This design comes from an exercise in tuning for small area, a short achievable clock period and few clock cycles per item on the open sky130 flow, not from production work. At most, simulation tests tie the RTL to the original design; equivalence was not proved. The RTL of runs 1 and 9 was laid out without a check of its function. Power is estimated from default activity; no workload was simulated.

`flow/config.mk`:
```
export PLATFORM = sky130hd
export DESIGN_NAME = lpc_decoder
export DESIGN_NICKNAME = lpc_decoder
export VERILOG_FILES = /design/flow/design.v
export SDC_FILE = /design/flow/constraint.sdc
export NUM_CORES = 4
export LEC_CHECK = 0
export CAP_MARGIN = 20
export CORE_MARGIN = 2
export CORE_UTILIZATION = 40
export SETUP_SLACK_MARGIN = 2.5
export SLEW_MARGIN = 20
```
`flow/constraint.sdc`:
```
create_clock -name core_clock -period 5.0 [get_ports {ACLK}]
set_input_delay 1.0000 -clock core_clock [delete_from_list [all_inputs] [get_ports {ACLK}]]
set_output_delay 1.0000 -clock core_clock [all_outputs]
set_load 0.01 [all_outputs]
```
`flow/design.v`:
```
module lpc_decoder(
			input wire ACLK,
			input wire ARESET_N,
			input wire[79:0] TDATA,
			input wire TVALID,
			output wire TREADY,
			input wire EN,
			input wire TUSER,
			input wire TLAST,
			output wire[15:0] OUT_DECODED,
			output wire OUT_VALID,
			input wire OUT_READY,
			output wire OUT_LAST,
			output wire OUT_USER
		);
	integer i, j;
	reg [7:0] rm, cm;
	always @(*) begin
		for (i = 0; i < 8; i = i + 1)
			rm[i] = ^TDATA[8*i +: 8] ^ TDATA[64+i];
		for (j = 0; j < 8; j = j + 1) begin
			cm[j] = TDATA[72+j];
			for (i = 0; i < 8; i = i + 1)
				cm[j] = cm[j] ^ TDATA[8*i+j];
		end
	end
	reg [7:0] y_rm, y_cm;
	always @(posedge ACLK) begin
		y_rm <= rm;
		y_cm <= cm;
	end
	reg [7:0] rh, ch;
	reg [2:0] rn, cn;
	always @(*) begin
		for (i = 0; i < 8; i = i + 1) begin
			rh[i] = y_rm[i] & ~|(y_rm >> (i+1));
			ch[i] = y_cm[i] & ~|(y_cm >> (i+1));
		end
		rn = {|rh[7:4], |{rh[7:6], rh[3:2]}, |{rh[7], rh[5], rh[3], rh[1]}};
		cn = {|ch[7:4], |{ch[7:6], ch[3:2]}, |{ch[7], ch[5], ch[3], ch[1]}};
	end
	reg        rdy;        
	reg        r_busy;     
	reg [1:0]  k;          
	reg [63:0] r_d;
	reg        r_user, r_last;
	reg        f_v;        
	reg [2:0]  f_row, f_col;    
	reg [15:0] o_d;
	reg        o_v, o_user, o_last;
	wire acc    = rdy;                         
	wire o_free = ~o_v | OUT_READY;
	wire mv     = r_busy & o_free;             
	wire byp    = acc & o_free;                
	wire r_busy_n = acc ? 1'b1 : (mv ? (k != 2'd3) : r_busy);
	wire [15:0] beat_r = k == 2'd0 ? r_d[15:0] : k == 2'd1 ? r_d[31:16] :
	                     k == 2'd2 ? r_d[47:32] : r_d[63:48];
	wire [15:0] beat   = acc ? TDATA[15:0] : beat_r;
	wire        s_v    = acc ? (EN & |y_rm & |y_cm) : f_v;
	wire [2:0]  s_row  = acc ? rn : f_row;
	wire [2:0]  s_col  = acc ? cn : f_col;
	wire [1:0]  s_k    = acc ? 2'd0 : k;
	reg  [15:0] flip;
	always @(*) begin
		for (j = 0; j < 8; j = j + 1) begin
			flip[j]   = s_v & (s_row == {s_k, 1'b0}) & (s_col == j);
			flip[8+j] = s_v & (s_row == {s_k, 1'b1}) & (s_col == j);
		end
	end
	wire [15:0] beat_c = beat ^ flip;           
	always @(posedge ACLK or negedge ARESET_N) begin
		if (~ARESET_N) begin
			rdy    <= 1'b0;
			r_busy <= 1'b0;
			k      <= 2'd0;
			o_v    <= 1'b0;
		end else begin
			rdy <= TVALID & ~acc & ~r_busy_n;
			if (acc) begin
				r_busy <= 1'b1;
				k      <= byp ? 2'd1 : 2'd0;
			end else if (mv) begin
				k <= k + 2'd1;
				if (k == 2'd3)
					r_busy <= 1'b0;
			end
			if (byp | mv)
				o_v <= 1'b1;
			else if (OUT_READY)
				o_v <= 1'b0;
		end
	end
	always @(posedge ACLK) begin
		if (acc) begin
			r_d    <= TDATA[63:0];
			r_user <= TUSER;
			r_last <= TLAST;
			f_v    <= EN & |y_rm & |y_cm;
			f_row  <= rn;
			f_col  <= cn;
		end
		if (byp | mv) begin
			o_d    <= {beat_c[7:0], beat_c[15:8]};
			o_user <= acc ? TUSER : (k == 2'd0) & r_user;
			o_last <= acc ? 1'b0 : (k == 2'd3) & r_last;
		end
	end
	assign TREADY      = rdy;
	assign OUT_VALID   = o_v;
	assign OUT_DECODED = o_d;
	assign OUT_USER    = o_user;
	assign OUT_LAST    = o_last;
endmodule
```
`flow/flow/run.sh`:
```
#!/bin/bash
# The standard layout (the standard.sh: ORFS synthesis to finish) with three
# changes: port buffers are buf_1 cells instead of the delay cells ORFS picks,
# clock tree synthesis adds no dummy loads, and it may use smaller clock buffers.
# Each make run writes its full output to a log file in this folder.
set -euo pipefail
here=$(pwd)
CTS="-sink_clustering_enable -repair_clock_nets -dont_use_dummy_load"
bash standard.sh \
  BUFFER_PORTS_ARGS="-buffer_cell sky130_fd_sc_hd__buf_1" \
  CTS_ARGS="$CTS" \
  finish > "$here/standard_make.log" 2>&1
```
`flow/standard.sh`:
```
#!/bin/bash
# synth_recipe.tcl (not shown) runs the flow's synth.tcl, then flattens the netlist and writes it again
# the make line also repeats each setting of config.mk as NAME=value (left out here)
make -C /OpenROAD-flow-scripts/flow DESIGN_CONFIG=/design/flow/config.mk WORK_HOME=/design/flow/orfs CLKGATE_MAP_FILE= SYNTH_SCRIPT=/design/flow/synth_recipe.tcl "${@:-finish}"
```
==> reports/metrics.cfg, run 1 <==
[floorplan]
pin_count=107
die_w_um=123
die_h_um=123
fp.coreArea_um2=13900
die_area_um2=15200
start_util_pct=41.0
rows=43

[worst_hold_path]
min_path_type=primary input to asynchronous set/reset pin

[setup_path]
crit_slowest_cell=dfrtp_4
arrival_ps=2410
critical_path_required_ps=5080
cp-end-kind=flop
path_max_fanout=22
regToRegStartpoint=rdy
path_buf_inv=1
crit_chain=inv_2, a2111o_1, a211oi_4, o2111ai_1, xnor2_1
cp.depth=5
critPathLaunchType=flop
cp-endpoint=o_d[11]
regToRegEndpoint=o_d[11]
critical_path_class=flop to flop
slowest_delay_ps=650
crit_path_start=rdy
cp_top_family=compound AO/OA/AOI/OAI gates
r2r_cells=5
reg2reg_slack_ps=2670

[yosys]
ys_seq_area_share_pct=54.6
synth_cell_types=42
synth_top_area_cell=edfxtp_1
synth_area_per_cell_um2=12.2
yosysWarnings=1
synth.net_count=556
synth_edf_count=84
synthTopCellsByArea=edfxtp_1 44%, xnor2_1 18%, dfxtp_1 8.1%, mux2i_1 5.6%, xor2_1 4.9%
synth_area_um2=5690
syn_inst=465
ys_seq_elements=112
yosysTopAreaCellShare_pct=44.3
async_flop_share_pct=4.46
synth_flop_cell=edfxtp_1

[cells_and_area]
postLayoutCellArea_um2=6530
final_nets=660
drive_gt1_share_pct=4.41
num_antenna_cells=0
final_cell_mix=114 x xnor2_1, 106 x buf_1, 84 x edfxtp_1, 44 x nand2_1
synthToLayoutAreaGrowth_pct=14.8
final_common_cell=xnor2_1

[route]
ant_nets=0
met1_length_mm=6.08
drt-wirelength-per-cell_um=17.0
vias=3642
drtPass1Iterations=4
drc=0
wl_mm=12.7
wl_met2_mm=5.88
drtIter0Drc=191
route.met3.wl_um=607
highest_layer=met4
avgViaCountPerCell=4.88

[clock_network]
max-clock-path-buffers=2
cts-buffers-inserted=9
cts_tree=built
clk_pin_slew_ps=70
ctsHoldBuffers=0
clk_latency_ps=340
h-tree-depth=3
root_buffer=clkbuf_16
cts_sinks=112

[grt]
grt_pass1_vias=3479
grt_usage_pct=17.2
grt_max_degree=47
grt_overflow=0
antenna_found_initial=0
grt_pass1_wl_mm=19.3

[outcome]
outcome=timing/DRC/antenna clean

[timing]
worst_slew_margin_rel_pct=60.0
timing.fmax_mhz=429
slew_viol_final=0
period_needed_ps=2330
rsz0062_at_grt=no
fin_skew_ps=12.6
post-route-period-util_pct=46.7
holdWs_ps=491
setup_viol=0
tightest_slew_ps=600
hold_violations=0
finalSetupTns_ps=0

[flow_run]
maxCapViolations=0

[placed_design]
port_buffers=106
gp_congestion=0.842
place_hpwl_mm=9.47
place_area_um2=6240

[power]
pwr_density_cell_nw_per_um2=530
leakage_nw=2.09
peakVddDrop_mv=0.216

## stage by stage
| step | total power [W] | setup slack [ps] | std cells | util (%) |
|---|---|---|---|---|
| floorplan | 0.00247 | 2540 | 465 | - |
| global placement | 0.00281 | 2220 | 736 | 45.0 |
| detailed placement | 0.00285 | 2160 | 736 | 45.0 |
| CTS | 0.00347 | 2510 | 746 | 46.8 |
| global route | 0.00368 | 2530 | 747 | 47.0 |
| finish | 0.00346 | 2670 | 747 | 47.0 |
## cell families (layout without fill, tap and decap cells)
family,after synthesis,count (layout),share of synthesized area (%)
XOR/XNOR,146,146,22.5
flip-flops,112,112,54.6
AND/OR/NAND/NOR,86,86,7.28
AO/OA/AOI/OAI,63,63,7.28
multiplexers,32,32,5.63
buffers and inverters,22,124,1.80
adder cells (fa/ha/maj),4,4,0.880
## cells in the mapped netlist (5+ instances only)
cell type,n
xor2_1,32
dfrtp_1,5
o2111ai_1,6
edfxtp_1,84
mux2i_1,32
nor2_1,15
nand4_1,7
nand3_1,6
xnor2_1,114
dfxtp_1,23
nand2_1,44
o21ai_1,17
o21ai_0,18
clkbuf_1,9
## worst min-delay path by stage
stage,cells after the start,end,slack (ps)
2_1_floorplan,2,f_col[1],460
3_3_place_gp,2,f_col[1],470
3_5_place_dp,2,f_row[2],480
4_1_cts,1,k[0],490
5_1_grt,1,o_v,500
6_report,1,o_v,490
## layout make-up
class                           instances  area [um^2]
Clock buffer                            9          225
Fill cell                            1292         7350
Inverter                                6         22.5
Multi-Input combinational cell        331         2490
Sequential cell                       112         3110
Tap cell                              180          225
Timing Repair Buffer                  109          453
## power by group
group / internal (W) / total [W] / leakage [nW] / switching (W)
clock: 0.000319 / 0.000610 / 0.111 / 0.000292
sequential: 0.00136 / 0.00154 / 1.03 / 0.000177
combinational: 0.000530 / 0.00131 / 0.942 / 0.000784
total: 0.00221 / 0.00346 / 2.09 / 0.00125
## sequential cells by signal (all words and copies together) (netlist names)
| register | count |
|---|---|
| r_d | 64 |
| o_d | 16 |
| y_cm | 8 |
| y_rm | 8 |
| f_col | 3 |
| f_row | 3 |
| k | 2 |
| f_v | 1 |
| o_last | 1 |
| o_user | 1 |
| o_v | 1 |
| r_busy | 1 |
| r_last | 1 |
| r_user | 1 |
| rdy | 1 |
## timing repair
action | in CTS | in global routing
resized for setup | 3 | 1
buffers inserted | 1 | 1
gates cloned | 0 | 0
endpoints found under the hold margin | 0 | 0
endpoints found under the setup margin | 17 | 11
## layer usage
metal	track usage, %	up-vias
met4	4.47	0
met3	3.04	13
li1	-	1827
met1	24.8	1700
met5	0	-
met2	26.8	102
==> inputs of run 2 (changes only) <==
--- a/flow/design.v
+++ b/flow/design.v
@@ -70,12 +70,10 @@
 	wire [15:0] beat_c = beat ^ flip;           
 	always @(posedge ACLK or negedge ARESET_N) begin
 		if (~ARESET_N) begin
-			rdy    <= 1'b0;
 			r_busy <= 1'b0;
 			k      <= 2'd0;
 			o_v    <= 1'b0;
 		end else begin
-			rdy <= TVALID & ~acc & ~r_busy_n;
 			if (acc) begin
 				r_busy <= 1'b1;
 				k      <= byp ? 2'd1 : 2'd0;
@@ -90,6 +88,8 @@
 				o_v <= 1'b0;
 		end
 	end
+	always @(posedge ACLK)
+		rdy <= TVALID & ~acc & ~r_busy_n;
 	always @(posedge ACLK) begin
 		if (acc) begin
 			r_d    <= TDATA[63:0];
--- a/flow/config.mk
+++ b/flow/config.mk
@@ -8,5 +8,5 @@
 export CAP_MARGIN = 20
 export CORE_MARGIN = 2
 export CORE_UTILIZATION = 40
-export SETUP_SLACK_MARGIN = 2.5
+export SETUP_SLACK_MARGIN = 3.25
 export SLEW_MARGIN = 20
==> reports/metrics.cfg, run 2 <==
[yosys]
syn_inst=465
yosysWarnings=1
synth.net_count=556
synth_area_per_cell_um2=12.2
ys_seq_area_share_pct=54.6
synth_top_area_cell=edfxtp_1
yosysMostFrequentCell=xnor2_1
synthTopCellsByArea=edfxtp_1 44%, xnor2_1 18%, dfxtp_1 8.5%, mux2i_1 5.6%, xor2_1 4.9%
yosysTopAreaCellShare_pct=44.4
async_flop_share_pct=3.57
ys_seq_elements=112
synth_flop_cell=edfxtp_1
synth_area_um2=5680
synth.top_cells.by_count=114 x xnor2_1, 84 x edfxtp_1, 44 x nand2_1
synth_cell_types=42
synth_edf_count=84

[grt]
antenna_found_initial=0
grt_max_degree=77
grt_usage_pct=19.5
grt_pass1_vias=3932
grt_pass1_wl_mm=21.9
grt_overflow=0

[cells_and_area]
top_register=r_d
postLayoutCellArea_um2=7200
final_common_cell=xnor2_1
drive_gt1_share_pct=18.7
synthToLayoutAreaGrowth_pct=26.6
final_nets=691
largest_registers=r_d x64, o_d x16
largest_reg_flops=64
final_cell_mix=110 x xnor2_1, 87 x buf_1, 84 x edfxtp_1, 44 x nand2_1, 32 x xor2_1
num_antenna_cells=0
finalCoreUtilization_pct=51.8
layout.cells.non_filler=778

[clock_network]
cts_tree=built
root_buffer=clkbuf_16
h-tree-depth=3
ctsHoldBuffers=0
clk_pin_slew_ps=70
cts-buffers-inserted=9
max-clock-path-buffers=2
cts_sinks=112
clk_latency_ps=340

[route]
drtIter0Drc=184
ant_nets=0
drc=0
drtPass1Iterations=4
wl_mm=14.5
avgViaCountPerCell=5.06
vias=3933
drt-wirelength-per-cell_um=18.6

[setup_path]
arrival_ps=2030
critical_path_class=flop to flop
critPathLaunchType=flop
path_buf_inv=2
crit_slowest_cell=a2111o_1
crit_chain=buf_4, nor2b_1, a2111o_1, a211oi_4, buf_6, o2111ai_2, xnor2_1
slowest_delay_ps=370
cp_top_family=compound AO/OA/AOI/OAI gates
critical_path_required_ps=5070
path_max_fanout=4
cp-end-kind=flop

[placed_design]
port_buffers=106
place_area_um2=6250
place_hpwl_mm=9.59
dp_slack_ps=2380
gp_congestion=0.883
dp_cells=736

[timing]
setup_ws_ps=3050
rsz0062_at_grt=yes
finalSetupTns_ps=0
hold_violations=0
period_needed_ps=1950
timing.fmax_mhz=512
slew_viol_final=0
worst_slew_margin_rel_pct=69.4
setup_viol=0
tightest_slew_ps=457
post-route-period-util_pct=39.1
fin_skew_ps=16.6

[floorplan]
fp.coreArea_um2=13900
start_util_pct=40.9
die_w_um=123
die_area_um2=15200
rows=43
die_h_um=123
pin_count=107

[power]
pwr_density_cell_nw_per_um2=554
leakage_nw=2.39
peakVddDrop_mv=0.211

[flow_run]
maxCapViolations=0

[outcome]
outcome=timing/DRC/antenna clean

[worst_hold_path]
min_path_type=primary input to asynchronous set/reset pin

==> run 2: final timing paths <==
check | slack [ps] | depth (start not counted) | endpoint | from
max | 3050 | 7 | o_d[10] | y_rm[5]
min | 480 | 1 | r_busy | ARESET_N
max reg2reg | 3050 | 7 | o_d[10] | y_rm[5]
min reg2reg | 510 | 2 | f_row[2] | f_row[2]
max in group asynchronous | 4310 | 1 | k[0] | ARESET_N
min in group core_clock | 510 | 2 | f_row[2] | f_row[2]
==> run 2: through the flow <==
step                      power [W]  hold slack (ps)
after floorplan             0.00248              457
after global placement      0.00282              475
after detailed placement    0.00285              478
after CTS                   0.00389              474
after global routing        0.00419              482
final                       0.00399              479
==> run 2: final cells by class <==
type                    instances  area, um^2
inverters                       6        32.5
clock buffers                   9         225
well taps                     180         225
flip-flops and latches        112        3120
multi-input cells             334        2810
repair buffers                137         782
fillers                      1260        6690
==> run 2: cells by family (layout without fill, tap and decap cells) <==
group                    after synthesis  count (layout)  share of synthesized area, %
AO/OA/AOI/OAI                         63              66                          7.29
XOR/XNOR                             146             146                          22.5
buffers and inverters                 22             152                          1.81
adder cells (fa/ha/maj)                4               4                         0.881
AND/OR/NAND/NOR                       86              86                          7.29
flip-flops                           112             112                          54.6
multiplexers                          32              32                          5.64
==> run 2: metal layers <==
| layer | share of wire, % | up-vias | routed length (um) | track usage [%] |
|---|---|---|---|---|
| li1 | - | 1898 | - | - |
| met1 | 44 | 1860 | 6360 | 26.4 |
| met2 | 48 | 145 | 6950 | 31.5 |
| met3 | 5.9 | 30 | 852 | 3.74 |
| met4 | 2.3 | 0 | 329 | 6.61 |
| met5 | 0 | - | 0 | 0 |
==> run 2: repair_timing <==
action,CTS,global route
hold endpoints to repair,0,0
resized for setup,70,29
endpoints found under the setup margin,113,55
gates cloned,3,1
setup buffers,25,4
pin swaps,31,20
==> run 2: power by group <==
group          switching (W)  internal [W]
Sequential          0.000195       0.00137
Clock               0.000296      0.000319
Combinational        0.00100      0.000811
Total                0.00149       0.00250
Testbench counts of run 2, summed over its fixed seeds: cycles 12,816, items 3,200.
==> inputs of run 3 (changes only) <==
--- a/flow/config.mk
+++ b/flow/config.mk
@@ -8,5 +8,5 @@
 export CAP_MARGIN = 20
 export CORE_MARGIN = 2
 export CORE_UTILIZATION = 40
-export SETUP_SLACK_MARGIN = 3.25
+export SETUP_SLACK_MARGIN = 3.0
 export SLEW_MARGIN = 20
==> reports/metrics.cfg, run 3 <==
[clock_network]
cts_sinks=112
clk_latency_ps=340
clk_pin_slew_ps=80
h-tree-depth=3
cts-buffers-inserted=9
cts_tree=built
max-clock-path-buffers=2
root_buffer=clkbuf_16

[floorplan]
start_util_pct=40.9
die_area_um2=15200
pin_count=107
fp.coreArea_um2=13900
die_h_um=123
rows=43
die_w_um=123

[grt]
antenna_found_initial=0
grt_pass1_wl_mm=20.0
grt_usage_pct=17.9
grt_pass1_vias=3678
grt_overflow=0
grt_max_degree=62

[setup_path]
critPathLaunchType=flop
cp-end-kind=flop
path_max_fanout=4
regToRegStartpoint=y_rm[5]
arrival_ps=2040
crit_path_start=y_rm[5]
critical_path_class=flop to flop
reg2reg_slack_ps=3030
r2r_cells=6
critical_path_required_ps=5070
regToRegEndpoint=o_d[10]
cp-endpoint=o_d[10]

[timing]
post-route-period-util_pct=39.4
hold_violations=0
period_needed_ps=1970
tightest_slew_ps=517
worst_slew_margin_rel_pct=65.3
rsz0062_at_grt=yes
fin_skew_ps=21.7
timing.fmax_mhz=508
slew_viol_final=0
finalSetupTns_ps=0
setup_viol=0

[power]
clockPowerShare_pct=16.4
pwr_density_cell_nw_per_um2=541
p_sw_share_pct=36.3
p_int_w=0.00236
peakVddDrop_mv=0.229
power_frac_seq_pct=41.7
leakage_nw=2.25
power.switching_w=0.00134
pwr-share-comb_pct=41.9

[placed_design]
place_hpwl_mm=9.63
gp_congestion=0.895
port_buffers=106

[cells_and_area]
final_cell_mix=113 x xnor2_1, 106 x buf_1, 84 x edfxtp_1, 44 x nand2_1, 32 x xor2_1
final_common_cell=xnor2_1
final_nets=685
largest_reg_flops=64
finalCoreUtilization_pct=49.3
fillCellCount=1307
largest_registers=r_d x64, o_d x16
num_antenna_cells=0
synthToLayoutAreaGrowth_pct=20.5
top_register=r_d
drive_gt1_share_pct=10.3

[yosys]
synth.net_count=556
ys_seq_area_share_pct=54.6
ys_seq_elements=112
synth_area_per_cell_um2=12.2
synth_flop_cell=edfxtp_1
yosysWarnings=1
syn_inst=465
synthTopCellsByArea=edfxtp_1 44%, xnor2_1 18%, dfxtp_1 8.5%, mux2i_1 5.6%, xor2_1 4.9%
synth_cell_types=42
async_flop_share_pct=3.57
yosysTopAreaCellShare_pct=44.4
synth_edf_count=84
synth_top_area_cell=edfxtp_1
yosysMostFrequentCell=xnor2_1
synth_area_um2=5680
synth.top_cells.by_count=114 x xnor2_1, 84 x edfxtp_1, 44 x nand2_1

[worst_hold_path]
min_path_type=primary input to asynchronous set/reset pin

[route]
drtPass1Iterations=4
ant_nets=0
avgViaCountPerCell=4.95
drtIter0Drc=183
vias=3820
drc=0
wl_mm=13.5
drt-wirelength-per-cell_um=17.5

[outcome]
outcome=timing/DRC/antenna clean

[flow_run]
maxCapViolations=0

## run 3: logic make-up (layout without fill, tap and decap cells)
logic type,Yosys count,in the layout,share of synthesized area (%)
multiplexers,32,32,5.64
XOR/XNOR,146,146,22.5
buffers and inverters,22,149,1.81
adder cells (fa/ha/maj),4,4,0.881
AND/OR/NAND/NOR,86,86,7.29
flip-flops,112,112,54.6
AO/OA/AOI/OAI,63,63,7.29
## run 3: area by class of cell
cell class              count  area (um^2)  area share, %
well taps                 180          225           3.29
repair buffers            134          682           9.96
inverters                   6         27.5          0.402
clock buffers               9          225           3.29
multi-input cells         331         2570           37.6
flip-flops and latches    112         3110           45.4
## run 3: power by group through the flow
stage / logic [W] / registers (W) / clock network (W)
finish: 0.00155 / 0.00154 / 0.000608
global placement: 0.00123 / 0.00159 / 0
global route: 0.00170 / 0.00157 / 0.000651
detailed placement: 0.00126 / 0.00159 / 0
CTS: 0.00145 / 0.00154 / 0.000622
floorplan: 0.000904 / 0.00158 / 0
## run 3: what timing repair did
item | in CTS | in global routing
gates resized for setup | 13 | 16
pin swaps | 3 | 9
cloned | 0 | 0
setup endpoints to repair | 17 | 17
buffers inserted | 19 | 8
hold buffers | 0 | 0
## run 3: critical path, stage by stage (launching register included)
cell	delay (ps)
dfxtp_1	350
nor2b_1	140
a2111o_1	460
a211oi_4	260
buf_4	180
o2111ai_1	140
xnor2_1	180
## run 3: metrics by stage
stage	area, um^2	hold WS, ps	worst slack [ps]	power, W	cells
5_1_grt	6850	475	2970	0.00392	772
3_3_place_gp	6250	475	2460	0.00282	736
2_1_floorplan	5700	457	2860	0.00248	465
6_report	6850	471	3030	0.00370	772
3_5_place_dp	6250	484	2360	0.00285	736
4_1_cts	6710	461	3000	0.00361	764
## run 3: worst min-delay path by stage
stage                     depth (start not counted)  slack (ps)     start        to
after floorplan                                   2         460  f_col[1]  f_col[1]
after global placement                            2         470  f_row[2]  f_row[2]
after detailed placement                          2         480  f_row[1]  f_row[1]
after CTS                                         1         460  ARESET_N       o_v
after global routing                              1         480  ARESET_N       o_v
final                                             1         470  ARESET_N    r_busy
## run 3: routing by layer
layer	part of all wire, %	GRT usage, %	vias to the layer above
li1	-	-	1885
met1	45	25.4	1792
met2	47	28.7	130
met3	6.5	2.95	13
met4	1.3	4.19	0
met5	0	0	-
==> inputs of run 4 (changes only) <==
--- a/flow/config.mk
+++ b/flow/config.mk
@@ -7,6 +7,6 @@
 export LEC_CHECK = 0
 export CAP_MARGIN = 20
 export CORE_MARGIN = 2
-export CORE_UTILIZATION = 40
+export CORE_UTILIZATION = 65
 export SETUP_SLACK_MARGIN = 3.0
 export SLEW_MARGIN = 20
==> reports/metrics.cfg, run 4 <==
[grt]
grt_overflow=0
grt_pass1_wl_mm=19.7
grt_max_degree=78
grt_pass1_vias=3826
antenna_found_initial=0
grt_usage_pct=26.7

[timing]
rsz0062_at_grt=yes
tightest_slew_ps=654
period_needed_ps=2000
finalSetupTns_ps=0
post-route-period-util_pct=40.0
hold_violations=0
worst_slew_margin_rel_pct=56.4
timing.fmax_mhz=500
fin_skew_ps=24.0
slew_viol_final=0
setup_viol=0

[yosys]
synth_flop_cell=edfxtp_1
synth.net_count=556
ys_seq_area_share_pct=54.6
synth_cell_types=42
synthTopCellsByArea=edfxtp_1 44%, xnor2_1 18%, dfxtp_1 8.5%, mux2i_1 5.6%, xor2_1 4.9%
synth_area_um2=5680
synth_edf_count=84
synth_top_family_by_area=XOR/XNOR gates
synth.top_cells.by_count=114 x xnor2_1, 84 x edfxtp_1, 44 x nand2_1
yosysTopAreaCellShare_pct=44.4
yosysWarnings=1
yosysMostFrequentCell=xnor2_1
synthXorXnorAreaFrac_pct=22.5
synth_area_per_cell_um2=12.2
async_flop_share_pct=3.57
yosys.area_share.simple_pct=7.29
synth_compound_area_share_pct=7.29
syn_inst=465
synth_top_area_cell=edfxtp_1
ys_seq_elements=112
synth.mux.area_fraction_pct=5.64
synth_fa_ha_area_share_pct=0.881

[floorplan]
start_util_pct=66.1
die_area_um2=9510
die_h_um=97.5
rows=34
fp.coreArea_um2=8590
pin_count=107
die_w_um=97.5

[route]
drtIter0Drc=302
vias=3966
drtPass1Iterations=5
wl_mm=13.3
avgViaCountPerCell=5.67
drt-wirelength-per-cell_um=19.0
drc=0
ant_nets=0

[setup_path]
arrival_ps=2110
crit_top_cell=mux2i_1
cp_top_family=compound AO/OA/AOI/OAI gates
critPathLaunchType=flop
path_max_fanout=6
crit_chain=inv_4, ha_4, buf_12, buf_4, mux2i_1, o21ai_1, mux2i_1, o21ai_0, xnor2_1
critical_path_class=flop to flop
slowest_delay_ps=450
path_buf_inv=3
cp-end-kind=flop
critical_path_required_ps=5110
crit_slowest_cell=dfrtp_2

[power]
peakVddDrop_mv=0.271
leakage_nw=2.21
power_w=0.00357
pwr_density_cell_nw_per_um2=535

[placed_design]
port_buffers=106
gp_congestion=0.830
place_hpwl_mm=8.96

[cells_and_area]
final_nets=685
largest_reg_flops=64
top_register=r_d
largest_registers=r_d x64, o_d x16
num_antenna_cells=0
final_cell_mix=112 x xnor2_1, 105 x buf_1, 84 x edfxtp_1, 44 x nand2_1, 32 x xor2_1
final_common_cell=xnor2_1
synthToLayoutAreaGrowth_pct=17.3
drive_gt1_share_pct=11.7

[clock_network]
cts_sinks=112
cts-buffers-inserted=9
root_buffer=clkbuf_8
h-tree-depth=3
cts_tree=built
clk_latency_ps=370
max-clock-path-buffers=2
clk_pin_slew_ps=100

[flow_run]
maxCapViolations=0

[worst_hold_path]
min_path_type=primary input to asynchronous set/reset pin

[outcome]
outcome=timing/DRC/antenna clean

run 4: cell count changes in the layout (fill, tap and decap cells not counted), moves of 2 or more:
cell	previous run	this run
clkbuf_8	0	9
buf_4	18	20
dfxtp_1	22	20
o21ai_1	21	23
buf_8	2	0
dfxtp_2	1	3
clkbuf_16	9	0
buf_12	4	1
o21ai_0	14	11
run 4: path summary, 6_finish.rpt:
| path | end | slack [ps] | start | cells after the start |
|---|---|---|---|---|
| min | r_busy | 450 | ARESET_N | 1 |
| min in group core_clock | f_row[1] | 520 | f_row[1] | 2 |
| max | o_d[4] | 3000 | k[0] | 9 |
| max in group asynchronous | k[0] | 4310 | ARESET_N | 1 |
| min reg2reg | f_row[1] | 520 | f_row[1] | 2 |
| max reg2reg | o_d[4] | 3000 | k[0] | 9 |
run 4: layer usage:
layer | global-route usage, % | routed length [um] | vias up
li1 | - | - | 1885
met1 | 36.7 | 5630 | 1856
met2 | 45.0 | 6570 | 202
met3 | 4.39 | 885 | 23
met4 | 6.41 | 212 | 0
met5 | 0 | 0 | -
run 4: timing repair:
action,CTS,global route
hold buffers,0,0
buffers inserted,14,11
pin swaps,2,7
resized for setup,13,27
gates cloned,0,2
endpoints found under the setup margin,35,17
run 4: cell families after synthesis:
family / after synthesis
AND/OR/NAND/NOR: 86
flip-flops: 112
XOR/XNOR: 146
AO/OA/AOI/OAI: 63
buffers and inverters: 22
multiplexers: 32
adder cells (fa/ha/maj): 4
run 4: power by group:
| part | internal, W | leakage (nW) | total, W | switching (W) |
|---|---|---|---|---|
| Sequential | 0.00136 | 1.03 | 0.00155 | 0.000182 |
| Combinational | 0.000675 | 1.11 | 0.00159 | 0.000911 |
| Clock | 0.000163 | 0.0647 | 0.000438 | 0.000275 |
| Total | 0.00220 | 2.21 | 0.00357 | 0.00137 |
run 4: final cells by class:
type / instances / area, um^2
fill: 570 / 1930
clock buffer: 9 / 124
timing repair buffer: 132 / 638
multi-input combinational: 333 / 2630
tap: 108 / 135
inverter: 6 / 27.5
sequential: 112 / 3110
run 4: stage by stage:
step                      cell area, um^2  hold slack [ps]  cells  setup WS [ps]  util, %
after floorplan                      5700              457    465           2860        -
after global placement               6160              477    664           2410     71.7
after detailed placement             6160              478    664           2310     71.7
after CTS                            6470              462    687           2980     75.3
after global routing                 6670              459    700           2950     77.6
final                                6670              454    700           3000     77.6
==> inputs of run 5 (changes only) <==
--- a/flow/flow/run.sh
+++ b/flow/flow/run.sh
@@ -5,7 +5,7 @@
 # Each make run writes its full output to a log file in this folder.
 set -euo pipefail
 here=$(pwd)
-CTS="-sink_clustering_enable -repair_clock_nets -dont_use_dummy_load"
+CTS="-sink_clustering_enable -repair_clock_nets -dont_use_dummy_load -buf_list {sky130_fd_sc_hd__clkbuf_4 sky130_fd_sc_hd__clkbuf_8}"
 bash standard.sh \
   BUFFER_PORTS_ARGS="-buffer_cell sky130_fd_sc_hd__buf_1" \
   CTS_ARGS="$CTS" \
--- a/flow/config.mk
+++ b/flow/config.mk
@@ -7,6 +7,6 @@
 export LEC_CHECK = 0
 export CAP_MARGIN = 20
 export CORE_MARGIN = 2
-export CORE_UTILIZATION = 65
+export CORE_UTILIZATION = 40
 export SETUP_SLACK_MARGIN = 3.0
 export SLEW_MARGIN = 20
==> reports/metrics.cfg, run 5 <==
[yosys]
yosysTopAreaCellShare_pct=44.4
synthTopCellsByArea=edfxtp_1 44%, xnor2_1 18%, dfxtp_1 8.5%, mux2i_1 5.6%, xor2_1 4.9%
synth_flop_cell=edfxtp_1
synth_top_area_cell=edfxtp_1
yosysMostFrequentCell=xnor2_1
synth_edf_count=84
async_flop_share_pct=3.57
synth.net_count=556
synth_cell_types=42
ys_seq_area_share_pct=54.6
synth_area_um2=5680
syn_inst=465
synth_area_per_cell_um2=12.2
yosysWarnings=1
synth.top_cells.by_count=114 x xnor2_1, 84 x edfxtp_1, 44 x nand2_1
ys_seq_elements=112

[route]
route.met3.wl_um=682
ant_nets=0
avgViaCountPerCell=5.04
highest_layer=met4
wl_met2_mm=6.68
vias=3935
drt-wirelength-per-cell_um=17.9
drtIter0Drc=217
met1_length_mm=6.41
drtPass1Iterations=5
wl_mm=14.0
drc=0

[timing]
fin_skew_ps=30.4
rsz0062_at_grt=yes
slew_viol_final=0
holdWs_ps=419
period_needed_ps=2000
worst_slew_margin_rel_pct=65.3
timing.fmax_mhz=499
tightest_slew_ps=521
post-route-period-util_pct=40.1
hold_violations=0
setup_viol=0
finalSetupTns_ps=0

[cells_and_area]
largest_registers=r_d x64, o_d x16
final_common_cell=xnor2_1
num_antenna_cells=0
layout.cells.non_filler=781
synthToLayoutAreaGrowth_pct=21.7
final_cell_mix=113 x xnor2_1, 105 x buf_1, 84 x edfxtp_1, 44 x nand2_1, 32 x xor2_1
largest_reg_flops=64
drive_gt1_share_pct=12.8
final_nets=694
fillCellCount=1295
postLayoutCellArea_um2=6920
top_register=r_d

[grt]
grt_usage_pct=18.4
antenna_found_initial=0
grt_max_degree=62
grt_pass1_wl_mm=20.5
grt_pass1_vias=3761
grt_overflow=0

[floorplan]
rows=43
start_util_pct=40.9
fp.coreArea_um2=13900
pin_count=107
die_area_um2=15200
die_w_um=123
die_h_um=123

[clock_network]
cts_sinks=112
clk_pin_slew_ps=110
max-clock-path-buffers=2
cts-buffers-inserted=9
root_buffer=clkbuf_8
cts_tree=built
h-tree-depth=3
ctsHoldBuffers=0
clk_latency_ps=380

[setup_path]
path_max_fanout=4
critical_path_required_ps=5140
cp-end-kind=flop
regToRegStartpoint=rdy
critical_path_class=flop to flop
reg2reg_slack_ps=3000
critPathLaunchType=flop
arrival_ps=2140
regToRegEndpoint=o_d[15]
r2r_cells=6

[power]
leakage_nw=2.26
peakVddDrop_mv=0.219
pwr_density_cell_nw_per_um2=525

[placed_design]
dp_cells=736
gp_congestion=0.895
place_hpwl_mm=9.63
port_buffers=106
place_area_um2=6250

[outcome]
outcome=timing/DRC/antenna clean

[flow_run]
maxCapViolations=0

[worst_hold_path]
min_path_type=primary input to asynchronous set/reset pin

run 5: cell counts after synthesis:
Identical to the previous run, type by type.
run 5: how the worst max path moves through the flow:
stage | start | end | slack [ps] | cells after the start
6_report | rdy | o_d[15] | 3000 | 6
5_1_grt | rdy | o_d[8] | 2970 | 6
4_1_cts | rdy | TREADY | 3000 | 1
3_5_place_dp | k[0] | o_d[9] | 2360 | 7
3_3_place_gp | k[0] | o_d[9] | 2460 | 7
2_1_floorplan | rdy | o_d[10] | 2860 | 5
run 5: per-layer routing:
layer  vias to the layer above  global-route usage, %
met5                         -                      0
met4                         0                   6.04
met3                        19                   2.26
met2                       132                   29.6
met1                      1879                   25.8
li1                       1905                      -
run 5: cell type report:
cell class / instances / area [um^2] / area share [%]
inverter: 6 / 37.5 / 0.543
clock buffer: 9 / 124 / 1.79
tap: 180 / 225 / 3.26
multi-input combinational: 333 / 2670 / 38.6
timing repair buffer: 141 / 748 / 10.8
sequential: 112 / 3110 / 45.0
run 5: per-stage QoR:
stage | utilization [%] | setup WS [ps] | total power [W]
5_1_grt | 49.8 | 2970 | 0.00384
3_3_place_gp | 45.0 | 2460 | 0.00282
4_1_cts | 47.7 | 3000 | 0.00346
2_1_floorplan | - | 2860 | 0.00248
6_report | 49.8 | 3000 | 0.00363
3_5_place_dp | 45.0 | 2360 | 0.00285
run 5: report_power, final:
group	total, W	switching, W	internal, W
logic	0.00164	0.000922	0.000718
registers	0.00155	0.000186	0.00136
clock network	0.000438	0.000275	0.000163
total	0.00363	0.00138	0.00224
run 5: critical path, stage by stage, from the launching register on:
cell	delay (ps)
dfxtp_4	470
clkinv_8	70
a2111o_1	470
a211oi_4	250
buf_6	170
o2111ai_1	160
xnor2_1	170
run 5: kinds of logic after synthesis:
| group | share of synthesized area [%] |
|---|---|
| xor+xnor | 22.5 |
| compound gates | 7.29 |
| flops | 54.6 |
| buf+inv | 1.81 |
| fa+ha+maj | 0.881 |
| mux | 5.64 |
| simple gates | 7.29 |
run 5: what timing repair did:
item                       CTS  global route
resized for setup           17            32
setup endpoints to repair   17            17
pin swaps                    5            19
setup buffers               21            13
gates cloned                 0             2
==> inputs of run 6 (changes only) <==
--- a/flow/design.v
+++ b/flow/design.v
@@ -56,16 +56,15 @@
 	wire [15:0] beat_r = k == 2'd0 ? r_d[15:0] : k == 2'd1 ? r_d[31:16] :
 	                     k == 2'd2 ? r_d[47:32] : r_d[63:48];
 	wire [15:0] beat   = acc ? TDATA[15:0] : beat_r;
-	wire        s_v    = acc ? (EN & |y_rm & |y_cm) : f_v;
-	wire [2:0]  s_row  = acc ? rn : f_row;
-	wire [2:0]  s_col  = acc ? cn : f_col;
-	wire [1:0]  s_k    = acc ? 2'd0 : k;
-	reg  [15:0] flip;
+	reg  [15:0] flip_y, flip_f, flip;
 	always @(*) begin
 		for (j = 0; j < 8; j = j + 1) begin
-			flip[j]   = s_v & (s_row == {s_k, 1'b0}) & (s_col == j);
-			flip[8+j] = s_v & (s_row == {s_k, 1'b1}) & (s_col == j);
+			flip_y[j]   = EN & rh[0] & ch[j];
+			flip_y[8+j] = EN & rh[1] & ch[j];
+			flip_f[j]   = f_v & (f_row == {k, 1'b0}) & (f_col == j);
+			flip_f[8+j] = f_v & (f_row == {k, 1'b1}) & (f_col == j);
 		end
+		flip = acc ? flip_y : flip_f;
 	end
 	wire [15:0] beat_c = beat ^ flip;           
 	always @(posedge ACLK or negedge ARESET_N) begin
@@ -78,7 +77,7 @@
 				r_busy <= 1'b1;
 				k      <= byp ? 2'd1 : 2'd0;
 			end else if (mv) begin
-				k <= k + 2'd1;
+				k <= {k[1] ^ k[0], ~k[0]};
 				if (k == 2'd3)
 					r_busy <= 1'b0;
 			end
--- a/flow/flow/run.sh
+++ b/flow/flow/run.sh
@@ -5,7 +5,7 @@
 # Each make run writes its full output to a log file in this folder.
 set -euo pipefail
 here=$(pwd)
-CTS="-sink_clustering_enable -repair_clock_nets -dont_use_dummy_load -buf_list {sky130_fd_sc_hd__clkbuf_4 sky130_fd_sc_hd__clkbuf_8}"
+CTS="-sink_clustering_enable -repair_clock_nets -dont_use_dummy_load"
 bash standard.sh \
   BUFFER_PORTS_ARGS="-buffer_cell sky130_fd_sc_hd__buf_1" \
   CTS_ARGS="$CTS" \
--- a/flow/config.mk
+++ b/flow/config.mk
@@ -7,6 +7,6 @@
 export LEC_CHECK = 0
 export CAP_MARGIN = 20
 export CORE_MARGIN = 2
-export CORE_UTILIZATION = 40
-export SETUP_SLACK_MARGIN = 3.0
+export CORE_UTILIZATION = 50
+export SETUP_SLACK_MARGIN = 3.1
 export SLEW_MARGIN = 20
==> reports/metrics.cfg, run 6 <==
[outcome]
outcome=timing/DRC/antenna clean

[yosys]
synth_top_area_cell=edfxtp_1
synth.net_count=528
async_flop_share_pct=3.57
synth_area_per_cell_um2=13.0
synth_flop_cell=edfxtp_1
synth_edf_count=91
yosysWarnings=1
ys_seq_elements=112
synth.top_cells.by_count=104 x xnor2_1, 91 x edfxtp_1, 42 x xor2_1
synthTopCellsByArea=edfxtp_1 48%, xnor2_1 16%, xor2_1 6.5%, dfxtp_1 6.0%, mux2_2 3.2%
ys_seq_area_share_pct=56.0
synth_cell_types=39
yosysMostFrequentCell=xnor2_1
yosysTopAreaCellShare_pct=48.2
syn_inst=437
synth_area_um2=5670

[placed_design]
place_hpwl_mm=9.21
port_buffers=106
place_area_um2=6260
gp_congestion=0.807

[setup_path]
critical_path_class=flop to flop
slowest_delay_ps=410
path_buf_inv=2
path_max_fanout=5
crit_slowest_cell=dfrtp_2
cp_top_family=flip-flops
cp-end-kind=flop
crit_chain=inv_2, ha_4, buf_12, mux2_2, o211ai_1, a2bb2oi_2, xor2_1
arrival_ps=2030
critical_path_required_ps=5090
critPathLaunchType=flop

[clock_network]
max-clock-path-buffers=2
cts-buffers-inserted=9
root_buffer=clkbuf_16
cts_sinks=112
h-tree-depth=3
clk_latency_ps=350
cts_tree=built
clk_pin_slew_ps=70

[floorplan]
rows=38
start_util_pct=51.8
pin_count=107
die_h_um=110
die_w_um=110
fp.coreArea_um2=10900
die_area_um2=12200

[grt]
grt_pass1_vias=3661
grt_usage_pct=22.4
grt_overflow=0
antenna_found_initial=0
grt_max_degree=45
grt_pass1_wl_mm=20.7

[cells_and_area]
largest_reg_flops=64
postLayoutCellArea_um2=6780
top_register=r_d
final_nets=649
synthToLayoutAreaGrowth_pct=19.6
largest_registers=r_d x64, o_d x16
final_cell_mix=103 x xnor2_1, 100 x buf_1, 91 x edfxtp_1, 42 x xor2_1, 19 x nand2b_1
num_antenna_cells=0
drive_gt1_share_pct=13.8
final_common_cell=xnor2_1

[timing]
rsz0062_at_grt=yes
setup_viol=0
worst_slew_margin_rel_pct=56.8
holdWs_ps=477
period_needed_ps=1940
post-route-period-util_pct=38.8
slew_viol_final=0
hold_violations=0
tightest_slew_ps=643
fin_skew_ps=15.3
finalSetupTns_ps=0
timing.fmax_mhz=515

[power]
pwr_density_cell_nw_per_um2=529
power_w=0.00359
leakage_nw=2.21
peakVddDrop_mv=0.362

[route]
drtIter0Drc=249
vias=3739
route.met3.wl_um=838
drc=0
ant_nets=0
wl_mm=13.3
wl_met2_mm=6.13
met1_length_mm=6.12
avgViaCountPerCell=5.37
drt-wirelength-per-cell_um=19.1
drtPass1Iterations=5
highest_layer=met4

[worst_hold_path]
min_path_type=primary input to asynchronous set/reset pin

[flow_run]
maxCapViolations=0

run 6: cells by family after synthesis:
| logic type | count (synthesis) | synth area share [%] |
|---|---|---|
| buffers and inverters | 21 | 1.59 |
| XOR/XNOR | 146 | 22.6 |
| AND/OR/NAND/NOR | 62 | 6.49 |
| adder cells (fa/ha/maj) | 4 | 0.883 |
| multiplexers | 16 | 3.18 |
| flip-flops | 112 | 56.0 |
| AO/OA/AOI/OAI | 76 | 9.32 |
run 6: stage by stage:
| step | util (%) | cells | worst slack, ps |
|---|---|---|---|
| after floorplan | - | 437 | 3100 |
| after global placement | 57.2 | 674 | 2360 |
| after detailed placement | 57.2 | 674 | 2350 |
| after CTS | 61.2 | 696 | 3090 |
| after global routing | 62.0 | 696 | 3000 |
| final | 62.0 | 696 | 3060 |
run 6: worst reg2reg max path, delay by kind of cell, from the launching register on:
| kind | cells | cell delay (ps) |
|---|---|---|
| buf+inv | 2 | 190 |
| xor+xnor | 1 | 180 |
| flops | 1 | 410 |
| fa+ha+maj | 1 | 150 |
| mux | 1 | 340 |
| compound gates | 2 | 410 |
run 6: area by class of cell:
cell class | count | area (um^2)
tap | 140 | 175
multi-input combinational | 304 | 2570
inverter | 9 | 38.8
sequential | 112 | 3180
timing repair buffer | 122 | 597
fill | 909 | 4150
clock buffer | 9 | 225
run 6: where the power goes:
group	total (W)	switching, W	leakage (nW)	internal (W)
Combinational	0.00147	0.000840	1.07	0.000635
Clock	0.000614	0.000295	0.111	0.000319
Sequential	0.00150	0.000135	1.03	0.00136
run 6: worst paths after layout:
path	startpoint	endpoint	slack, ps	cells after the start
max reg2reg	k[0]	o_d[7]	3060	7
min reg2reg	r_last	o_last	560	2
min	ARESET_N	o_v	480	1
min in group core_clock	r_last	o_last	560	2
max	k[0]	o_d[7]	3060	7
max in group asynchronous	ARESET_N	k[0]	4310	1
run 6: metal layers:
layer  GRT usage, %  vias up
met3           4.17       11
met4           7.42        0
li1               -     1812
met1           31.5     1761
met5              0        -
met2           35.3      155
run 6: timing repair:
action                     CTS  global route
setup buffers               13             0
resized for setup           14            20
hold buffers                 0             0
pin swaps                    7            20
setup endpoints to repair   18            22
Testbench counts of run 6, summed over its fixed seeds: cycles 12,816, items 3,200.
==> inputs of run 7 (changes only) <==
--- a/flow/config.mk
+++ b/flow/config.mk
@@ -5,8 +5,9 @@
 export SDC_FILE = /design/flow/constraint.sdc
 export NUM_CORES = 4
 export LEC_CHECK = 0
+export ABC_AREA = 1
 export CAP_MARGIN = 20
 export CORE_MARGIN = 2
-export CORE_UTILIZATION = 50
-export SETUP_SLACK_MARGIN = 3.1
+export CORE_UTILIZATION = 40
+export SETUP_SLACK_MARGIN = 3.0
 export SLEW_MARGIN = 20
==> reports/metrics.cfg, run 7 <==
[outcome]
outcome=timing/DRC/antenna clean

[cells_and_area]
synthToLayoutAreaGrowth_pct=16.0
drive_gt1_share_pct=6.78
final_common_cell=nand2_1
largest_reg_flops=64
largest_registers=r_d x64, o_d x16
num_antenna_cells=0
top_register=r_d
final_cell_mix=287 x nand2_1, 105 x buf_1, 91 x edfxtp_1, 76 x nand3_1, 75 x inv_1
final_nets=993

[setup_path]
critical_path_required_ps=4000
regToRegEndpoint=o_d[8]
crit_path_start=rdy
crit_chain=buf_1
critPathLaunchType=flop
path_buf_inv=1
critical_path_class=flop to primary output
arrival_ps=950
regToRegStartpoint=k[1]
cp-endpoint=TREADY
cp.depth=1
slowest_delay_ps=430
cp-end-kind=primary output
r2r_cells=10
cp_top_family=flip-flops
crit_slowest_cell=dfxtp_4
path_max_fanout=9
reg2reg_slack_ps=3130

[grt]
grt_max_degree=54
antenna_found_initial=0
grt_pass1_wl_mm=25.4
grt_usage_pct=19.1
grt_pass1_vias=4735
grt_overflow=0

[timing]
worst_slew_margin_rel_pct=57.2
fin_skew_ps=14.9
tightest_slew_ps=643
rsz0062_at_grt=no
hold_violations=0
setup_viol=0
slew_viol_final=0
timing.fmax_mhz=514
post-route-period-util_pct=38.9
finalSetupTns_ps=0
period_needed_ps=1950

[route]
drtIter0Drc=310
drtPass1Iterations=5
drc=0
avgViaCountPerCell=4.58
ant_nets=0
vias=5109
wl_mm=15.9
drt-wirelength-per-cell_um=14.2

[power]
pwr-share-comb_pct=43.6
power_w=0.00376
pwr_density_cell_nw_per_um2=500
power_frac_seq_pct=39.9
p_sw_share_pct=39.6
clockPowerShare_pct=16.5
p_int_w=0.00227
leakage_nw=3.27
peakVddDrop_mv=0.202
power.switching_w=0.00149

[worst_hold_path]
min_path_type=primary input to asynchronous set/reset pin

[yosys]
synth.mux.area_fraction_pct=0
yosys.area_share.simple_pct=31.5
synth.net_count=873
synth_edf_count=91
synthXorXnorAreaFrac_pct=11.2
synth_compound_area_share_pct=1.56
synth_area_per_cell_um2=8.29
yosysTopAreaCellShare_pct=42.2
synth_top_area_cell=edfxtp_1
async_flop_share_pct=3.57
ys_seq_elements=112
syn_inst=782
synth_flop_cell=edfxtp_1
synth_fa_ha_area_share_pct=0.772
yosysMostFrequentCell=nand2_1
synth_top_family_by_area=simple AND/OR/NAND/NOR gates
synth_cell_types=37
synth_area_um2=6480
synthTopCellsByArea=edfxtp_1 42%, nand2_1 17%, xnor2_1 8.2%, nand3_1 5.9%, dfxtp_1 5.2%
ys_seq_area_share_pct=48.9
synth.top_cells.by_count=287 x nand2_1, 91 x edfxtp_1, 76 x inv_1, 76 x nand3_1, 65 x nor2_1
yosysWarnings=1

[floorplan]
fp.coreArea_um2=15900
die_h_um=131
rows=46
start_util_pct=40.8
die_area_um2=17200
die_w_um=131
pin_count=107

[clock_network]
clk_latency_ps=360
cts_sinks=112
max-clock-path-buffers=2
clk_pin_slew_ps=70
h-tree-depth=3
cts-buffers-inserted=9
ctsHoldBuffers=0
cts_tree=built
root_buffer=clkbuf_16

[flow_run]
maxCapViolations=0

[placed_design]
place_hpwl_mm=11.8
gp_congestion=0.811
port_buffers=106

==> run 7: layout make-up <==
cell class                      count  area (um^2)
Fill cell                        1617         8360
Clock buffer                        9          225
Tap cell                          216          270
Inverter                           80          307
Timing Repair inverter              1         7.51
Timing Repair Buffer              123          568
Sequential cell                   112         3180
Multi-Input combinational cell    575         2970
==> run 7: metal layers <==
layer / vias up / routed length [um] / global-route usage [%] / share of wire, %
li1: 2718 / - / - / -
met1: 2250 / 7980 / 27.4 / 50
met2: 122 / 6860 / 28.9 / 43
met3: 19 / 671 / 2.74 / 4.2
met4: 0 / 340 / 7.91 / 2.1
met5: - / 0 / 0 / 0
==> run 7: cell families (layout without fill, tap and decap cells) <==
kind of cell,count (synthesis),count (layout)
XOR/XNOR,83,83
AO/OA/AOI/OAI,16,16
AND/OR/NAND/NOR,472,472
adder cells (fa/ha/maj),4,4
buffers and inverters,95,213
flip-flops,112,112
==> run 7: worst min path at each step <==
stage	start	end	slack (ps)	cells past startpoint
5_1_grt	ARESET_N	k[1]	470	1
4_1_cts	ARESET_N	k[1]	460	1
6_report	ARESET_N	k[1]	460	1
2_1_floorplan	r_busy	o_v	490	2
3_5_place_dp	r_busy	o_v	510	2
3_3_place_gp	r_busy	o_v	510	2
==> run 7: repair_timing <==
item | in CTS | in global routing
gates cloned | 1 | 0
gates resized for setup | 7 | 5
setup buffers | 7 | 9
setup endpoints to repair | 35 | 16
==> run 7: worst register-to-register path, cell delays in order (launching register included) <==
cell and delay, ps:
dfrtp_1 420, inv_2 110, ha_4 190, inv_2 260, nand3_1 150, nand2_1 110
nand2_1 70, a21oi_2 140, inv_1 60, nand2_1 60, nand2_1 40
==> run 7: through the flow <==
| stage | util (%) | cell area, um^2 | hold WS, ps | setup slack (ps) | instances |
|---|---|---|---|---|---|
| floorplan | - | 6500 | 491 | 3010 | 782 |
| global placement | 44.6 | 7080 | 509 | 2600 | 1090 |
| detailed placement | 44.6 | 7080 | 510 | 2600 | 1090 |
| CTS | 46.8 | 7440 | 460 | 2900 | 1107 |
| global route | 47.3 | 7520 | 473 | 3010 | 1116 |
| finish | 47.3 | 7520 | 463 | 3050 | 1116 |
==> run 7: power groups by stage <==
stage	clock [W]	combinational [W]	sequential, W
after floorplan	0	0.000994	0.00158
after global placement	0	0.00138	0.00158
after detailed placement	0	0.00139	0.00157
after CTS	0.000639	0.00157	0.00151
after global routing	0.000667	0.00187	0.00153
final	0.000621	0.00164	0.00150
==> inputs of run 8 (changes only) <==
--- a/flow/config.mk
+++ b/flow/config.mk
@@ -5,7 +5,6 @@
 export SDC_FILE = /design/flow/constraint.sdc
 export NUM_CORES = 4
 export LEC_CHECK = 0
-export ABC_AREA = 1
 export CAP_MARGIN = 20
 export CORE_MARGIN = 2
 export CORE_UTILIZATION = 40
==> reports/metrics.cfg, run 8 <==
[cells_and_area]
drive_gt1_share_pct=8.91
largest_reg_flops=64
final_common_cell=buf_1
synthToLayoutAreaGrowth_pct=17.1
final_nets=643
final_cell_mix=106 x buf_1, 104 x xnor2_1, 91 x edfxtp_1, 42 x xor2_1, 19 x nand2b_1
num_antenna_cells=0
fillCellCount=1281
postLayoutCellArea_um2=6640
top_register=r_d
largest_registers=r_d x64, o_d x16

[power]
leakage_nw=2.13
peakVddDrop_mv=0.202
pwr_density_cell_nw_per_um2=517

[timing]
post-route-period-util_pct=38.9
tightest_slew_ps=598
finalSetupTns_ps=0
timing.fmax_mhz=515
period_needed_ps=1940
worst_slew_margin_rel_pct=59.9
slew_viol_final=0
rsz0062_at_grt=yes
fin_skew_ps=8.78
setup_viol=0
hold_violations=0

[floorplan]
die_h_um=123
fp.coreArea_um2=13900
start_util_pct=40.8
die_w_um=123
rows=43
die_area_um2=15100
pin_count=107

[clock_network]
clk_pin_slew_ps=60
cts_sinks=112
cts-buffers-inserted=9
h-tree-depth=3
root_buffer=clkbuf_16
max-clock-path-buffers=2
ctsHoldBuffers=0
clk_latency_ps=340
cts_tree=built

[yosys]
synth_area_um2=5670
synth_area_per_cell_um2=13.0
ys_seq_elements=112
synth.net_count=528
synth_flop_cell=edfxtp_1
synth_top_area_cell=edfxtp_1
synth.top_cells.by_count=104 x xnor2_1, 91 x edfxtp_1, 42 x xor2_1
yosysTopAreaCellShare_pct=48.2
ys_seq_area_share_pct=56.0
syn_inst=437
yosysWarnings=1
yosysMostFrequentCell=xnor2_1
async_flop_share_pct=3.57
synthTopCellsByArea=edfxtp_1 48%, xnor2_1 16%, xor2_1 6.5%, dfxtp_1 6.0%, mux2_2 3.2%
synth_cell_types=39
synth_edf_count=91

[setup_path]
critical_path_required_ps=5080
cp-end-kind=flop
reg2reg_slack_ps=3060
crit_chain=inv_4, ha_4, buf_12, mux2_2, o211ai_1, a2bb2oi_2, xor2_1
r2r_cells=7
path_buf_inv=2
cp_top_family=flip-flops
regToRegStartpoint=k[0]
regToRegEndpoint=o_d[7]
slowest_delay_ps=430
critPathLaunchType=flop
crit_slowest_cell=dfrtp_2
path_max_fanout=11
critical_path_class=flop to flop
arrival_ps=2020

[route]
drt-wirelength-per-cell_um=17.6
vias=3626
avgViaCountPerCell=4.97
drtPass1Iterations=4
ant_nets=0
drc=0
wl_mm=12.9
drtIter0Drc=184

[grt]
grt_pass1_vias=3514
grt_usage_pct=17.7
grt_overflow=0
antenna_found_initial=0
grt_pass1_wl_mm=19.7
grt_max_degree=39

[placed_design]
gp_congestion=0.838
port_buffers=106
place_area_um2=6270
place_hpwl_mm=9.48

[outcome]
outcome=timing/DRC/antenna clean

[worst_hold_path]
min_path_type=primary input to asynchronous set/reset pin

[flow_run]
maxCapViolations=0

-- run 8: what timing repair did --
action / 4_1_cts / 5_1_grt
cloned: 0 / 0
resized for setup: 8 / 2
setup buffers: 5 / 2
pin swaps: 0 / 2
endpoints found under the setup margin: 17 / 14
-- run 8: layout make-up --
| type | count | area (um^2) | share of cell area (%) |
|---|---|---|---|
| Sequential cell | 112 | 3180 | 47.9 |
| Clock buffer | 9 | 225 | 3.39 |
| Inverter | 9 | 40.0 | 0.603 |
| Tap cell | 180 | 225 | 3.39 |
| Multi-Input combinational cell | 304 | 2440 | 36.8 |
| Timing Repair Buffer | 116 | 526 | 7.92 |
-- run 8: worst register-to-register path, delay by kind of cell, from the launching register on --
family | cells | cell delay [ps]
flops | 1 | 430
compound gates | 2 | 370
mux | 1 | 350
buf+inv | 2 | 220
xor+xnor | 1 | 160
fa+ha+maj | 1 | 150
-- run 8: logic make-up after synthesis --
| kind of cell | count (synthesis) | share of synthesized area (%) |
|---|---|---|
| buffers and inverters | 21 | 1.59 |
| flip-flops | 112 | 56.0 |
| AO/OA/AOI/OAI | 76 | 9.32 |
| XOR/XNOR | 146 | 22.6 |
| AND/OR/NAND/NOR | 62 | 6.49 |
| adder cells (fa/ha/maj) | 4 | 0.883 |
| multiplexers | 16 | 3.18 |
-- run 8: layer usage --
layer | global-route usage (%) | share of wire, % | routed length (um) | vias to the layer above
met1 | 24.8 | 46 | 5910 | 1707
met5 | 0 | 0 | 0 | -
met2 | 27.1 | 46 | 5940 | 121
li1 | - | - | - | 1784
met3 | 3.64 | 5.8 | 752 | 14
met4 | 6.39 | 2.1 | 270 | 0
-- run 8: metrics by stage --
| stage | util, % | total power (W) | hold WS (ps) | worst slack [ps] | instances |
|---|---|---|---|---|---|
| 5_1_grt | 47.8 | 0.00364 | 493 | 2990 | 730 |
| 2_1_floorplan | - | 0.00236 | 520 | 3010 | 437 |
| 3_5_place_dp | 45.2 | 0.00273 | 558 | 2450 | 714 |
| 6_report | 47.8 | 0.00343 | 493 | 3060 | 730 |
| 4_1_cts | 47.6 | 0.00342 | 485 | 3000 | 728 |
| 3_3_place_gp | 45.2 | 0.00271 | 555 | 2490 | 714 |
-- run 8: power by group --
group	switching, W	internal (W)
clock network	0.000288	0.000319
logic	0.000771	0.000559
registers	0.000135	0.00136
-- run 8: worst max path at each step --
stage,startpoint,to,slack [ps],cells past startpoint
global route,EN,o_d[8],2990,5
CTS,k[0],o_d[7],3000,7
global placement,k[0],o_d[1],2490,6
detailed placement,k[0],o_d[7],2450,6
finish,k[0],o_d[7],3060,7
floorplan,rdy,o_d[1],3010,5
==> inputs of run 9 (changes only) <==
--- a/flow/design.v
+++ b/flow/design.v
@@ -24,28 +24,12 @@
 				cm[j] = cm[j] ^ TDATA[8*i+j];
 		end
 	end
-	reg [7:0] y_rm, y_cm;
-	always @(posedge ACLK) begin
-		y_rm <= rm;
-		y_cm <= cm;
-	end
-	reg [7:0] rh, ch;
-	reg [2:0] rn, cn;
-	always @(*) begin
-		for (i = 0; i < 8; i = i + 1) begin
-			rh[i] = y_rm[i] & ~|(y_rm >> (i+1));
-			ch[i] = y_cm[i] & ~|(y_cm >> (i+1));
-		end
-		rn = {|rh[7:4], |{rh[7:6], rh[3:2]}, |{rh[7], rh[5], rh[3], rh[1]}};
-		cn = {|ch[7:4], |{ch[7:6], ch[3:2]}, |{ch[7], ch[5], ch[3], ch[1]}};
-	end
 	reg        rdy;        
 	reg        r_busy;     
 	reg [1:0]  k;          
 	reg [63:0] r_d;
-	reg        r_user, r_last;
-	reg        f_v;        
-	reg [2:0]  f_row, f_col;    
+	reg        r_en, r_user, r_last;
+	reg [7:0]  y_rm, y_cm;
 	reg [15:0] o_d;
 	reg        o_v, o_user, o_last;
 	wire acc    = rdy;                         
@@ -53,20 +37,20 @@
 	wire mv     = r_busy & o_free;             
 	wire byp    = acc & o_free;                
 	wire r_busy_n = acc ? 1'b1 : (mv ? (k != 2'd3) : r_busy);
+	reg [7:0] rh, ch;
+	always @(*) begin
+		for (i = 0; i < 8; i = i + 1) begin
+			rh[i] = y_rm[i] & ~|(y_rm >> (i+1));
+			ch[i] = y_cm[i] & ~|(y_cm >> (i+1));
+		end
+	end
 	wire [15:0] beat_r = k == 2'd0 ? r_d[15:0] : k == 2'd1 ? r_d[31:16] :
 	                     k == 2'd2 ? r_d[47:32] : r_d[63:48];
 	wire [15:0] beat   = acc ? TDATA[15:0] : beat_r;
-	reg  [15:0] flip_y, flip_f, flip;
-	always @(*) begin
-		for (j = 0; j < 8; j = j + 1) begin
-			flip_y[j]   = EN & rh[0] & ch[j];
-			flip_y[8+j] = EN & rh[1] & ch[j];
-			flip_f[j]   = f_v & (f_row == {k, 1'b0}) & (f_col == j);
-			flip_f[8+j] = f_v & (f_row == {k, 1'b1}) & (f_col == j);
-		end
-		flip = acc ? flip_y : flip_f;
-	end
-	wire [15:0] beat_c = beat ^ flip;           
+	wire [1:0]  rh_k   = k == 2'd0 ? rh[1:0] : k == 2'd1 ? rh[3:2] :
+	                     k == 2'd2 ? rh[5:4] : rh[7:6];
+	wire [1:0]  sel    = acc ? {2{EN}} & rh[1:0] : {2{r_en}} & rh_k;
+	wire [15:0] beat_c = beat ^ {{8{sel[1]}} & ch, {8{sel[0]}} & ch};
 	always @(posedge ACLK or negedge ARESET_N) begin
 		if (~ARESET_N) begin
 			r_busy <= 1'b0;
@@ -90,13 +74,15 @@
 	always @(posedge ACLK)
 		rdy <= TVALID & ~acc & ~r_busy_n;
 	always @(posedge ACLK) begin
+		if (~r_busy_n) begin
+			y_rm <= rm;
+			y_cm <= cm;
+		end
 		if (acc) begin
 			r_d    <= TDATA[63:0];
+			r_en   <= EN;
 			r_user <= TUSER;
 			r_last <= TLAST;
-			f_v    <= EN & |y_rm & |y_cm;
-			f_row  <= rn;
-			f_col  <= cn;
 		end
 		if (byp | mv) begin
 			o_d    <= {beat_c[7:0], beat_c[15:8]};
==> reports/metrics.cfg, run 9 <==
[route]
avgViaCountPerCell=5.06
drc=0
drtPass1Iterations=4
vias=3758
drt-wirelength-per-cell_um=18.1
drtIter0Drc=213
wl_mm=13.4
ant_nets=0

[power]
p_int_w=0.00237
p_sw_share_pct=35.9
clockPowerShare_pct=16.2
pwr-share-comb_pct=43.2
power.switching_w=0.00132
power_frac_seq_pct=40.6
peakVddDrop_mv=0.178
pwr_density_cell_nw_per_um2=536
leakage_nw=2.11
power_w=0.00369

[timing]
holdWs_ps=490
slew_viol_final=0
tightest_slew_ps=562
finalSetupTns_ps=0
worst_slew_margin_rel_pct=62.2
period_needed_ps=2000
hold_violations=0
post-route-period-util_pct=39.9
fin_skew_ps=10.7
timing.fmax_mhz=501
rsz0062_at_grt=yes
setup_viol=0

[yosys]
synth_area_per_cell_um2=12.9
yosysWarnings=1
synth_top_area_cell=edfxtp_1
ys_seq_elements=106
ys_seq_area_share_pct=55.8
synth.top_cells.by_count=117 x xnor2_1, 101 x edfxtp_1, 42 x nand2_1
syn_inst=438
yosysMostFrequentCell=xnor2_1
yosysTopAreaCellShare_pct=53.7
synth_cell_types=38
synthTopCellsByArea=edfxtp_1 54%, xnor2_1 18%, o211ai_1 4.3%, xor2_1 4.0%, mux2i_1 2.8%
async_flop_share_pct=3.77
synth_area_um2=5650
synth_edf_count=101
synth.net_count=529
synth_flop_cell=edfxtp_1

[clock_network]
cts_tree=built
clk_latency_ps=340
clk_pin_slew_ps=60
h-tree-depth=3
root_buffer=clkbuf_16
max-clock-path-buffers=2
cts_sinks=106
cts-buffers-inserted=9

[flow_run]
maxCapViolations=0

[setup_path]
r2r_cells=7
critical_path_required_ps=5080
arrival_ps=2080
critPathLaunchType=flop
cp-end-kind=flop
critical_path_class=flop to flop
path_max_fanout=8

[cells_and_area]
final_cell_mix=117 x xnor2_1, 106 x buf_1, 101 x edfxtp_1, 42 x nand2_1, 33 x o211ai_1
drive_gt1_share_pct=10.8
largest_reg_flops=64
layout.cells.non_filler=743
postLayoutCellArea_um2=6890
fillCellCount=1262
register_area_um2=3160
final_common_cell=xnor2_1
num_antenna_cells=0
largest_registers=r_d x64, o_d x16
synthToLayoutAreaGrowth_pct=22.0
multi_input_comb_area_um2=2630
top_register=r_d
final_nets=656

[floorplan]
fp.coreArea_um2=13800
pin_count=107
die_w_um=123
rows=43
die_area_um2=15100
start_util_pct=40.9
die_h_um=123

[grt]
grt_overflow=0
grt_pass1_wl_mm=20.4
grt_pass1_vias=3669
grt_usage_pct=18.3
grt_max_degree=62
antenna_found_initial=0

[placed_design]
place_area_um2=6260
gp_congestion=0.854
dp_cells=713
port_buffers=106
place_hpwl_mm=9.39

[worst_hold_path]
min_path_type=primary input to asynchronous set/reset pin

[outcome]
outcome=timing/DRC/antenna clean

[run 9: changes by cell type after synthesis, sizes merged, moves of 14 or more]
cell	before	now
nor2b	3	19
mux2i	0	16
xor2	42	26
a31oi	1	15
nand2	12	42
nand2b	19	1
dfxtp	17	1
o211ai	16	34
a2bb2oi	16	0
mux2	16	0
o22ai	16	0
[run 9: timing repair]
action | CTS | global route
gates cloned | 2 | 1
pin swaps | 6 | 13
endpoints found under the setup margin | 35 | 50
gates resized for setup | 24 | 14
buffers inserted | 9 | 9
hold buffers | 0 | 0
[run 9: through the flow]
step | utilization, % | setup slack, ps
after floorplan | - | 2920
after global placement | 45.3 | 2300
after detailed placement | 45.3 | 2220
after CTS | 48.6 | 3020
after global routing | 49.9 | 2940
final | 49.9 | 3000
[run 9: final timing paths]
path	from	slack [ps]	endpoint
worst max-delay path	k[0]	3000	o_d[1]
min in group core_clock	o_v	580	o_v
max in group asynchronous	ARESET_N	4300	k[0]
worst max register to register	k[0]	3000	o_d[1]
worst min register to register	o_v	580	o_v
worst min-delay path	ARESET_N	490	o_v
[run 9: layout make-up]
class                      count  share of cell area [%]
clock buffer                   9                    3.27
inverter                       6                   0.417
multi-input combinational    314                    38.1
sequential                   106                    45.8
tap                          180                    3.27
timing repair buffer         127                    9.04
timing repair inverter         1                   0.109
[run 9: worst max-delay path: stages, from the launching register on]
cell and delay, ps:
dfrtp_2 460, inv_4 90, ha_4 160, buf_12 130, and3b_1 230, o2111ai_4 360
a31oi_1 160, xnor2_1 150
[run 9: cells by family (layout without fill, tap and decap cells)]
kind of cell	after synthesis	in the layout	synth area share [%]
flip-flops	106	106	55.8
AO/OA/AOI/OAI	60	61	7.79
buffers and inverters	19	143	1.55
XOR/XNOR	143	143	22.2
multiplexers	16	16	2.83
AND/OR/NAND/NOR	90	90	8.99
adder cells (fa/ha/maj)	4	4	0.886
[run 9: layer usage]
layer / up-vias / global-route usage [%] / wire, um
met5: - / 0 / 0
met1: 1819 / 24.8 / 5790
met3: 12 / 2.97 / 761
met4: 0 / 5.68 / 187
met2: 97 / 29.9 / 6680
li1: 1830 / - / -
[run 9: power by group through the flow]
| stage | clock, W | combinational (W) | sequential, W |
|---|---|---|---|
| 2_1_floorplan | 0 | 0.000871 | 0.00154 |
| 3_5_place_dp | 0 | 0.00129 | 0.00151 |
| 6_report | 0.000600 | 0.00159 | 0.00150 |
| 3_3_place_gp | 0 | 0.00127 | 0.00150 |
| 5_1_grt | 0.000640 | 0.00173 | 0.00152 |
| 4_1_cts | 0.000604 | 0.00149 | 0.00149 |

==> afterwards: timing with drivers on the ports <==
The results above use ideal ports. As a check the final layouts listed here were re-extracted and re-timed, cells and wires unchanged.
Step 1, drivers: a clkbuf_16 drives ACLK and a buf_2 each remaining input, both assumed.
Step 2 also shifts input and output timing later by t, the mid clock arrival at the registers, as if the neighbouring blocks saw the same clock.
a / b / c = ideal / step 1 / step 2; a / b = the first two.
| run | t, ns | slack for setup (ns) | slew at the worst register clock pin (ns) | pins driven straight from the clock port |
|---|---|---|---|---|
| run 1 | 0.374 | 2.667 / 2.667 / 2.515 | 0.07 / 0.07 | 1 |
| run 2 | 0.371 | 3.046 / 3.046 / 2.774 | 0.07 / 0.07 | 1 |
| run 3 | 0.371 | 3.030 / 3.009 / 2.742 | 0.08 / 0.08 | 1 |
| run 4 | 0.389 | 2.999 / 2.989 / 2.840 | 0.10 / 0.10 | 1 |
| run 5 | 0.402 | 2.997 / 2.976 / 2.799 | 0.11 / 0.11 | 1 |
| run 6 | 0.381 | 3.059 / 3.049 / 2.803 | 0.07 / 0.07 | 1 |
| run 7 | 0.392 | 3.053 / 3.012 / 2.721 | 0.08 / 0.08 | 1 |
| run 8 | 0.373 | 3.057 / 3.019 / 2.724 | 0.07 / 0.07 | 1 |
| run 9 | 0.379 | 3.003 / 3.003 / 2.693 | 0.07 / 0.07 | 1 |
After both steps setup and hold are still met in every run listed. For run 8, which loses most, drivers alone change the setup slack by -0.038 ns; drivers and shift together by -0.333 ns.
